This design comes from an exercise in tuning for small area, a short achievable clock period and few clock cycles per item on the open sky130 flow, not from production work. Where RTL was checked, it was by simulation tests only, not by an equivalence proof against the original. The clock input has no modelled driver; a real chip could not lean on it and would need a root buffer or a full tree. No activity file was given, so power comes from the tool's default toggle rates.

==> flow/design.v (excerpt) <==
module full_hash (
    input wire clk
    ,input wire rst_n
    ,input wire start
    ,input wire [7:0] Byte
    ,input wire End_of_File
    ,input wire F_dr
    ,output wire [0:31] R_h
    ,output wire F_rtr
    ,output wire H_ready
);
For scale: ~390 cells after synthesis, ~66 flip-flops, roughly 47 I/O pins, roughly 0.0035 sq mm of cells after synthesis.
Settings: LEC_CHECK=0, CAP_MARGIN=20, CORE_MARGIN=2, CORE_UTILIZATION=40, PLACE_DENSITY=0.6, SETUP_SLACK_MARGIN=3.1, SLEW_MARGIN=20; clock period 5.0 ns.
standard.sh (not shown) runs the stock make flow with config.mk's settings and CLKGATE_MAP_FILE= SYNTH_SCRIPT=/design/flow/synth_recipe.tcl, a recipe that flattens the netlist after the stock synthesis.
==> flow/flow/run.sh <==
#!/bin/bash
# Standard ORFS layout with two changes:
#  - the port buffers are buf_2 cells instead of the cell buffer_ports picks by
#    default (a slow delay buffer);
#  - after CTS, the clock tree is rebuilt with one level of buffers
#    (flow/post_cts.tcl): the clock port drives 3 clkbuf_16 cells, each
#    driving the registers of one slice of the core.
set -euo pipefail
export BUFFER_PORTS_ARGS="-buffer_cell sky130_fd_sc_hd__buf_2"
export POST_CTS_TCL="$PWD/flow/post_cts.tcl"
bash standard.sh > make.log 2>&1
Other scripts of this flow, unchanged in this note and not shown: flow/flow/post_cts.tcl
The first run completed without violations.
==> next run, changes <==
- SETUP_SLACK_MARGIN: 3.1 -> 3.0
=> Maximum frequency is lower by 2.0%; critical path depth is unchanged; cell area is lower by 0.72%; core utilization shrinks by 0.32 points.
No functional check of the RTL was part of any run of this note. No run of this note takes its clock network from TritonCTS; it comes from the design's own scripts or RTL.

* * *

Another version of the RTL of full_hash (not shown whole).
Size: ~360 cells after synthesis, roughly 62 flip-flops, ~47 I/O pins.
Settings: LEC_CHECK=0, CAP_MARGIN=20, CORE_MARGIN=2, CORE_UTILIZATION=40, PLACE_DENSITY=0.6, SETUP_SLACK_MARGIN=3.1, SLEW_MARGIN=20; clock period 5.0 ns.
==> flow/flow/run.sh <==
#!/bin/bash
# Standard ORFS layout with two changes:
#  - the port buffers are buf_1 cells instead of the cell buffer_ports picks by
#    default (a slow delay buffer);
#  - after CTS, the clock tree is rebuilt with one level of buffers
#    (flow/post_cts.tcl): the clock port drives 2 clkbuf_16 cells, each
#    driving the registers of one slice of the core.
set -euo pipefail
export BUFFER_PORTS_ARGS="-buffer_cell sky130_fd_sc_hd__buf_1"
export POST_CTS_TCL="$PWD/flow/post_cts.tcl"
bash standard.sh > make.log 2>&1
==> flow/flow/post_cts.tcl <==
# POST_CTS hook: replace the clock tree TritonCTS built (two levels of
# buffers) by one level: the clock port drives 2 clkbuf_16 buffers, each driving
# the flip-flops in one slice of the core, split by x position. A shallower
# tree makes every register's clock arrive earlier by the same amount.
set block [ord::get_db_block]
set db [ord::get_db]
set clknet [$block findNet clk]

# every register clock pin reached from the clock port through buffers
proc clock_sinks {net} {
  set sinks {}
  foreach it [$net getITerms] {
    if {[$it isInputSignal] == 0 && [$it isOutputSignal]} continue
    set inst [$it getInst]
    set m [$inst getMaster]
    if {[string match "*clkbuf*" [$m getName]] && [[$it getMTerm] getName] eq "A"} {
      set out [$inst findITerm X]
      set onet [$out getNet]
      if {$onet ne "NULL"} { set sinks [concat $sinks [clock_sinks $onet]] }
    } elseif {[$m isSequential]} {
      lappend sinks $it
    } else {
      # a dummy load CTS added for balancing
      lappend ::dummy_loads $inst
    }
  }
  return $sinks
}

set ::dummy_loads {}
set sinks [clock_sinks $clknet]
puts "manual clock tree: [llength $sinks] sinks"

# remove the buffers and nets of the old tree
proc clock_tree_bufs {net} {
  set bufs {}
  foreach it [$net getITerms] {
    set inst [$it getInst]
    if {[string match "*clkbuf*" [[$inst getMaster] getName]] && [[$it getMTerm] getName] eq "A"} {
      lappend bufs $inst
      set onet [[$inst findITerm X] getNet]
      if {$onet ne "NULL"} { set bufs [concat $bufs [clock_tree_bufs $onet]] }
    }
  }
  return $bufs
}
set old [clock_tree_bufs $clknet]
set oldnets {}
foreach inst $old {
  set onet [[$inst findITerm X] getNet]
  if {$onet ne "NULL"} { lappend oldnets $onet }
}
foreach it $sinks { $it disconnect }
foreach inst $old { odb::dbInst_destroy $inst }
foreach inst $::dummy_loads { odb::dbInst_destroy $inst }
puts "removed [llength $::dummy_loads] dummy clock loads"
foreach n $oldnets { if {[llength [$n getITerms]] == 0} { odb::dbNet_destroy $n } }
puts "removed [llength $old] clock buffers"

set nb 2
set master [$db findMaster sky130_fd_sc_hd__clkbuf_16]
set pts {}
foreach it $sinks {
  lassign [[$it getInst] getLocation] x y
  lappend pts [list $x $y $it]
}
set pts [lsort -integer -index 0 $pts]
set n [llength $pts]
set per [expr {int(ceil(double($n)/$nb))}]
for {set b 0} {$b < $nb} {incr b} {
  set grp [lrange $pts [expr {$b*$per}] [expr {min($n,($b+1)*$per)-1}]]
  if {[llength $grp] == 0} continue
  set sx 0; set sy 0
  foreach s $grp { set sx [expr {$sx+[lindex $s 0]}]; set sy [expr {$sy+[lindex $s 1]}] }
  set cx [expr {$sx/[llength $grp]}]; set cy [expr {$sy/[llength $grp]}]
  set inst [odb::dbInst_create $block $master "clkbuf_leaf_$b"]
  $inst setLocation $cx $cy
  $inst setPlacementStatus PLACED
  set net [odb::dbNet_create $block "clknet_leaf_$b"]
  $net setSigType CLOCK
  foreach s $grp { [lindex $s 2] connect $net }
  [$inst findITerm X] connect $net
  [$inst findITerm A] connect $clknet
  puts "clock buffer $b: [llength $grp] sinks"
}
detailed_placement
check_placement -verbose
estimate_parasitics -placement
report_clock_latency
Testbench counts at the start, summed over its fixed seeds: cycles 8,189, bytes 7,421.
Then changed:
==> flow/flow/run.sh (replaced) <==
#!/bin/bash
# Standard ORFS layout with two changes:
#  - the port buffers are buf_2 cells instead of the cell buffer_ports picks by
#    default (a slow delay buffer);
#  - after CTS, the clock tree is rebuilt with one level of buffers
#    (flow/post_cts.tcl): the clock port drives 3 clkbuf_16 cells, each
#    driving the registers of one slice of the core.
set -euo pipefail
export BUFFER_PORTS_ARGS="-buffer_cell sky130_fd_sc_hd__buf_2"
export POST_CTS_TCL="$PWD/flow/post_cts.tcl"
bash standard.sh > make.log 2>&1
--- a/flow/flow/post_cts.tcl
+++ b/flow/flow/post_cts.tcl
@@ -1,3 +1,3 @@
 # POST_CTS hook: replace the clock tree TritonCTS built (two levels of
-# buffers) by one level: the clock port drives 2 clkbuf_16 buffers, each driving
+# buffers) by one level: the clock port drives 3 clkbuf_16 buffers, each driving
 # the flip-flops in one slice of the core, split by x position. A shallower
@@ -59,3 +59,3 @@
 
-set nb 2
+set nb 3
 set master [$db findMaster sky130_fd_sc_hd__clkbuf_16]
- CORE_UTILIZATION: 40 -> 50
- PLACE_DENSITY: 0.6 -> 0.7
What happened: Final area stays flat. Worst hold slack is worse by 9.7 ps. First-iteration DRC count increases by well over a third. Via count stays flat. Sequential share of layout area is lower by 0.24 points. Final cell count goes down by a few percent. Register-to-register slack is better by 50 ps.
In every run of this note, the design's own scripts or RTL, not TritonCTS, make the clock network.

* * *

Another version of the RTL of full_hash (not shown whole).
Size in the first run: about 390 cells after synthesis, roughly 61 flip-flops, roughly 47 I/O pins, about 3700 um2 of cells after synthesis.
export LEC_CHECK = 0
export CAP_MARGIN = 20
export CORE_MARGIN = 2
export CORE_UTILIZATION = 40
export PLACE_DENSITY = 0.6
export SETUP_SLACK_MARGIN = 3.1
export SLEW_MARGIN = 20
create_clock -name core_clock -period 5.0 [get_ports {clk}]
==> flow/flow/run.sh <==
#!/bin/bash
# Standard ORFS layout with two changes:
#  - the port buffers are buf_2 cells instead of the cell buffer_ports picks by
#    default (a slow delay buffer);
#  - after CTS, the clock tree is rebuilt with one level of buffers
#    (flow/post_cts.tcl): the clock port drives 3 clkbuf_16 cells, each
#    driving the registers of one slice of the core.
set -euo pipefail
export BUFFER_PORTS_ARGS="-buffer_cell sky130_fd_sc_hd__buf_2"
export POST_CTS_TCL="$PWD/flow/post_cts.tcl"
bash standard.sh > make.log 2>&1
Other scripts of this flow, unchanged in this note and not shown: flow/flow/post_cts.tcl
The baseline finished with timing, DRC and antenna clean.
Testbench counts at the start, summed over its fixed seeds: cycles 8,189, bytes 7,421.
Change:
Settings changed: SETUP_SLACK_MARGIN 3.1 to 3.2.
Result: The changed run passed the timing, design-rule and antenna checks. Synthesized cell count stays the same. Fmax went up by 2.1%. Design area grows by about 9%.
In the first run of this note the design's own scripts or RTL, not TritonCTS, make the clock network.

* * *

Another version of the RTL of full_hash (not shown whole).
Size in the first run: roughly 370 cells after synthesis, ~53 flip-flops, about 47 I/O pins, about 3400 um^2 of cells after synthesis.
// full_hash
module full_hash (
    input wire clk
    ,input wire rst_n
    ,input wire start
    ,input wire [7:0] Byte
    ,input wire End_of_File
    ,input wire F_dr
    ,output wire [0:31] R_h
    ,output wire F_rtr
    ,output wire H_ready
);
    reg  [31:4] g;         
    reg  [3:0]  s;         
    reg         v;         
    reg  [15:0] R_c;       
    reg         fin;       
    reg         fin2;      
    reg         done;      
    reg         rdy;       
    wire        xfer = F_dr & rdy;
    wire        hi_zero = (R_c[15:8] == 8'd0);
    wire        start_now = start & hi_zero & (R_c[7:0] == 8'd0);
    wire [5:0]  m6_out;
    wire [5:0]  c6_lo, c6_hi;
    wire [3:0]  s_out;
    wire [5:0]  c6_sel = fin ? c6_hi : c6_lo;
    M6 modulo_m6 (.a(Byte), .b(m6_out));
    C6 modulo_c6_lo (.C6_in(R_c[7:0]), .C6_out(c6_lo));
    C6 modulo_c6_hi (.C6_in(R_c[15:8]), .C6_out(c6_hi));
    sbox modulo_sbox (.in(F_dr ? m6_out : c6_sel), .out(s_out));
    wire sp01, sp02, sp03, sp12, sp13, sp23;
    assign sp01 = s[0] ^ s[1];
    assign sp02 = s[0] ^ s[2];
    assign sp03 = s[0] ^ s[3];
    assign sp12 = s[1] ^ s[2];
    assign sp13 = s[1] ^ s[3];
    assign sp23 = s[2] ^ s[3];
    wire [31:4] f;
    assign f[4] = g[26] ^ s[3];
    assign f[5] = g[27] ^ s[0];
    assign f[6] = g[24] ^ s[1];
    assign f[7] = ~(g[25] ^ s[2]);
    assign f[8] = g[31] ^ s[0];
    assign f[9] = g[28] ^ s[1];
    assign f[10] = ~(g[29] ^ s[2]);
    assign f[11] = g[30] ^ s[3];
  ...
export LEC_CHECK = 0
export CAP_MARGIN = 20
export CORE_MARGIN = 2
export CORE_UTILIZATION = 40
export PLACE_DENSITY = 0.6
export SETUP_SLACK_MARGIN = 3.3
export SLEW_MARGIN = 20
create_clock -name core_clock -period 5.0 [get_ports {clk}]
==> flow/flow/run.sh <==
#!/bin/bash
# Standard ORFS layout, with the port buffers made of buf_2 cells instead of
# the cell buffer_ports picks by default (a slow delay buffer).
set -euo pipefail
export BUFFER_PORTS_ARGS="-buffer_cell sky130_fd_sc_hd__buf_2"
bash standard.sh > make.log 2>&1
The starting point completed with no timing, DRC or antenna violations.
Then changed:
==> flow/run.sh (new file) <==
#!/bin/bash
# synth_recipe.tcl (not shown) runs the flow's synth.tcl, then flattens the netlist and writes it again
# the make line also repeats each setting of config.mk as NAME=value (left out here)
make -C /OpenROAD-flow-scripts/flow DESIGN_CONFIG=/design/flow/config.mk WORK_HOME=/design/flow/orfs CLKGATE_MAP_FILE= SYNTH_SCRIPT=/design/flow/synth_recipe.tcl finish
removed: flow/flow/run.sh
removed: flow/standard.sh
What happened: Via count goes up by 5.1%; global-route usage goes up by 0.92 points; clock-buffer cell count stays the same; sequential share of layout area goes down by 1.6 points.
No functional check of the RTL was part of any run of this note.

* * *

## cedar
The RTL this note starts from:
==> flow/design.v <==
module sbox (
    input   wire [5:0] in
    ,output wire [3:0] out
);
    localparam [63:0] T0 = 64'hA4CD96D24B76B948;
    localparam [63:0] T1 = 64'hC50B38C692705D2B;
    localparam [63:0] T2 = 64'h6B5B9DA191E66B96;
    localparam [63:0] T3 = 64'h429DCD6A79E1348E;
    assign out[0] = T0[in];
    assign out[1] = T1[in];
    assign out[2] = T2[in];
    assign out[3] = T3[in];
endmodule
module C6 (
    input   wire [7:0] C6_in
    ,output wire [5:0] C6_out
);
assign C6_out[0] = C6_in[6];
assign C6_out[1] = C6_in[4];
assign C6_out[2] = C6_in[5] ^ C6_in[0];
assign C6_out[3] = C6_in[2];
assign C6_out[4] = C6_in[3];
assign C6_out[5] = C6_in[7] ^ C6_in[1];
endmodule
module M6 (
     input  wire [7:0] a
    ,output wire [5:0] b 
);
assign b[0] = a[5] ^ a[4] ;
assign b[1] = a[6];
assign b[2] = a[7];
assign b[3] = a[0];
assign b[4] = a[1];
assign b[5] = a[3] ^ a[2];
endmodule
module full_hash (
    input wire clk
    ,input wire rst_n
    ,input wire start
    ,input wire [7:0] Byte
    ,input wire End_of_File
    ,input wire F_dr
    ,output wire [0:31] R_h
    ,output wire F_rtr
    ,output wire H_ready
);
    reg  [31:4] g;         
    reg  [5:0]  x;         
    reg  [3:0]  s;         
    reg         v1;        
    reg         v2;        
    reg  [15:0] R_c;       
    reg         eof1;      
    reg         fin;       
    reg         fin2;      
    reg         done;      
    wire        xfer = F_dr & ~done;
    wire        hi_zero = (R_c[15:8] == 8'd0);
    wire        start_now = start & hi_zero & (R_c[7:0] == 8'd0);
    wire [5:0]  m6_out;
    wire [5:0]  c6_lo, c6_hi;
    wire [3:0]  s_out;
    M6 modulo_m6 (.a(Byte), .b(m6_out));
    C6 modulo_c6_lo (.C6_in(R_c[7:0]), .C6_out(c6_lo));
    C6 modulo_c6_hi (.C6_in(R_c[15:8]), .C6_out(c6_hi));
    sbox modulo_sbox (.in(x), .out(s_out));
    wire sp01, sp02, sp03, sp12, sp13, sp23;
    assign sp01 = s[0] ^ s[1];
    assign sp02 = s[0] ^ s[2];
    assign sp03 = s[0] ^ s[3];
    assign sp12 = s[1] ^ s[2];
    assign sp13 = s[1] ^ s[3];
    assign sp23 = s[2] ^ s[3];
    wire [31:4] f;
    assign f[4] = ~(g[26] ^ s[3]);
    assign f[5] = ~(g[27] ^ s[0]);
    assign f[6] = ~(g[24] ^ s[1]);
    assign f[7] = g[25] ^ s[2];
    assign f[8] = g[31] ^ s[0];
    assign f[9] = g[28] ^ s[1];
    assign f[10] = ~(g[29] ^ s[2]);
    assign f[11] = ~(g[30] ^ s[3]);
    assign f[12] = g[5] ^ sp01;
    assign f[13] = ~(g[6] ^ sp12);
    assign f[14] = ~(g[7] ^ sp23);
    assign f[15] = ~(g[4] ^ sp03);
    assign f[16] = g[10] ^ sp01;
    assign f[17] = g[11] ^ sp12;
    assign f[18] = ~(g[8] ^ sp23);
    assign f[19] = g[9] ^ sp03;
    assign f[20] = ~(g[15] ^ sp02);
    assign f[21] = g[12] ^ sp13;
    assign f[22] = ~(g[13] ^ sp02);
    assign f[23] = ~(g[14] ^ sp13);
    assign f[24] = g[16] ^ sp02;
    assign f[25] = g[17] ^ sp13;
    assign f[26] = ~(g[18] ^ sp02);
    assign f[27] = ~(g[19] ^ sp13);
    assign f[28] = g[21] ^ sp03;
    assign f[29] = g[22] ^ sp01;
    assign f[30] = ~(g[23] ^ sp12);
    assign f[31] = ~(g[20] ^ sp23);
    wire        fin_short = fin & hi_zero;
    wire [31:4] g_fold = g ^ {20'd0, s & {4{fin2}} | {2'b00, fin_short, 1'b0}, s & {4{fin}}};
    always_ff @(posedge clk) begin
        x <= F_dr ? m6_out : eof1 ? c6_hi : c6_lo;
        s <= s_out;
    end
    always_ff @(posedge clk or negedge rst_n)
        if (!rst_n) begin
            g    <= 28'h0000000;
            v1   <= 1'b0;
            v2   <= 1'b0;
            R_c  <= 16'd0;
            eof1 <= 1'b0;
            fin  <= 1'b0;
            fin2 <= 1'b0;
            done <= 1'b0;
        end else begin
            v1   <= xfer;
            v2   <= v1 & ~start_now;
            if (xfer)
                R_c <= R_c + 16'd1;
            eof1 <= End_of_File & ~(eof1 | fin | fin2 | done);
            fin  <= eof1;
            fin2 <= fin & ~hi_zero;
            done <= ~start_now & (done | fin_short | fin2);
            g    <= start_now ? 28'h0000000 : v2 ? f : g_fold;
        end
    assign F_rtr = ~done;
    assign H_ready = done;
    assign R_h[3] = ~g[4];
    assign R_h[2] = ~g[5];
    assign R_h[1] = ~g[6];
    assign R_h[0] = ~g[7];
    assign R_h[7] = g[8];
    assign R_h[6] = ~g[9];
    assign R_h[5] = g[10];
    assign R_h[4] = ~g[11];
    assign R_h[11] = g[15];
    assign R_h[10] = ~g[12];
    assign R_h[9] = ~g[13];
    assign R_h[8] = g[14];
    assign R_h[15] = ~g[19];
    assign R_h[14] = g[16];
    assign R_h[13] = g[17];
    assign R_h[12] = ~g[18];
    assign R_h[19] = ~g[22];
    assign R_h[18] = ~g[23];
    assign R_h[17] = ~g[20];
    assign R_h[16] = g[21];
    assign R_h[23] = g[26];
    assign R_h[22] = g[27];
    assign R_h[21] = g[24];
    assign R_h[20] = g[25];
    assign R_h[27] = g[29];
    assign R_h[26] = g[30];
    assign R_h[25] = g[31];
    assign R_h[24] = ~g[28];
    assign R_h[31] = g[5];
    assign R_h[30] = ~g[6];
    assign R_h[29] = ~g[7];
    assign R_h[28] = ~g[4];
endmodule
clock: 5.0 ns
lec_check: 0
cap_margin: 20
core_margin: 2
core_utilization: 40
place_density: 0.6
setup_slack_margin: 3.4
slew_margin: 20
==> flow/flow/run.sh <==
#!/bin/bash
# Standard ORFS layout, with the port buffers made of buf_2 cells instead of
# the cell buffer_ports picks by default (a slow delay buffer).
set -euo pipefail
export BUFFER_PORTS_ARGS="-buffer_cell sky130_fd_sc_hd__buf_2"
bash standard.sh > make.log 2>&1
Edits applied to the flow inputs when going from cedar to nickel:
Settings: changing SETUP_SLACK_MARGIN from 3.4 to 3.0.
## What came out
- nickel vs. cedar: fraction of power consumed by the clock network went up by 0.3 points.
- Where minimum setup slack after placement is concerned, cedar is outperformed by nickel.
- Side by side, layout buffering overhead excluding clock cells turned out lower in nickel than in cedar.
- Compared with cedar, in nickel register-to-register setup slack now sits lower, final core utilization now sits lower, largest net degree at the start of global routing now sits higher, net switching power now sits lower.
- Taking cedar as the reference, in nickel die height essentially unchanged; final total power decreased about 15%; number of filler instances in the final layout increased 17%; final worst-path setup slack decreased 0.057 ns.
No run of this note included a check of the RTL's function; only the layout flow was run.

## port drivers added, routing unchanged
No port has a modelled driver above. Below, the same layouts with a new extraction and two added sets of constraints.
Step 1, drivers: a clkbuf_16 drives clk and a buf_2 each remaining input, both assumed.
Step 2 times the ports against the registers' clock, not the clock port: input delays grow and output delays shrink by t, the midpoint of the rising clock arrivals with the driver on.
Three values: ideal, step 1, step 2; two values: the first two.
| run | shift t [ns] | slack for setup (ns) | worst setup path at the end | worst register clock-pin slew, ns | pins driven straight from the clock port |
|---|---|---|---|---|---|
| the first run of note 1 | 0.211 | 3.152 / 3.152 / 3.152 | register to register | 0.09 / 0.09 | 3 |
| the second run of note 1 | 0.211 | 3.114 / 3.114 / 3.114 | register to register | 0.09 / 0.09 | 3 |
| the first run of note 2 | 0.220 | 3.133 / 3.133 / 2.991 | input to register | 0.11 / 0.11 | 2 |
| the second run of note 2 | 0.202 | 3.180 / 3.180 / 3.064 | input to register | 0.08 / 0.08 | 3 |
| the first run of note 3 | 0.214 | 3.187 / 3.197 / 3.011 | input to register | 0.09 / 0.09 | 3 |
| the second run of note 3 | 0.215 | 3.224 / 3.163 / 3.031 | input to register | 0.10 / 0.10 | 3 |
| the first run of note 4 | 0.330 | 2.668 / 2.667 / 2.337 | input to register | 0.10 / 0.10 | 1 |
| the second run of note 4 | 0.337 | 2.668 / 2.572 / 2.236 | input to register | 0.11 / 0.11 | 1 |
| cedar | 0.366 | 3.075 / 3.045 / 2.942 | input to register | 0.07 / 0.07 | 1 |
| nickel | 0.363 | 3.018 / 3.015 / 2.795 | input to register | 0.07 / 0.07 | 1 |
After both steps every run listed still meets setup and hold. The setup slack of the second run of note 4, which loses most, moves by -0.096 ns with the drivers and by -0.432 ns with both steps.
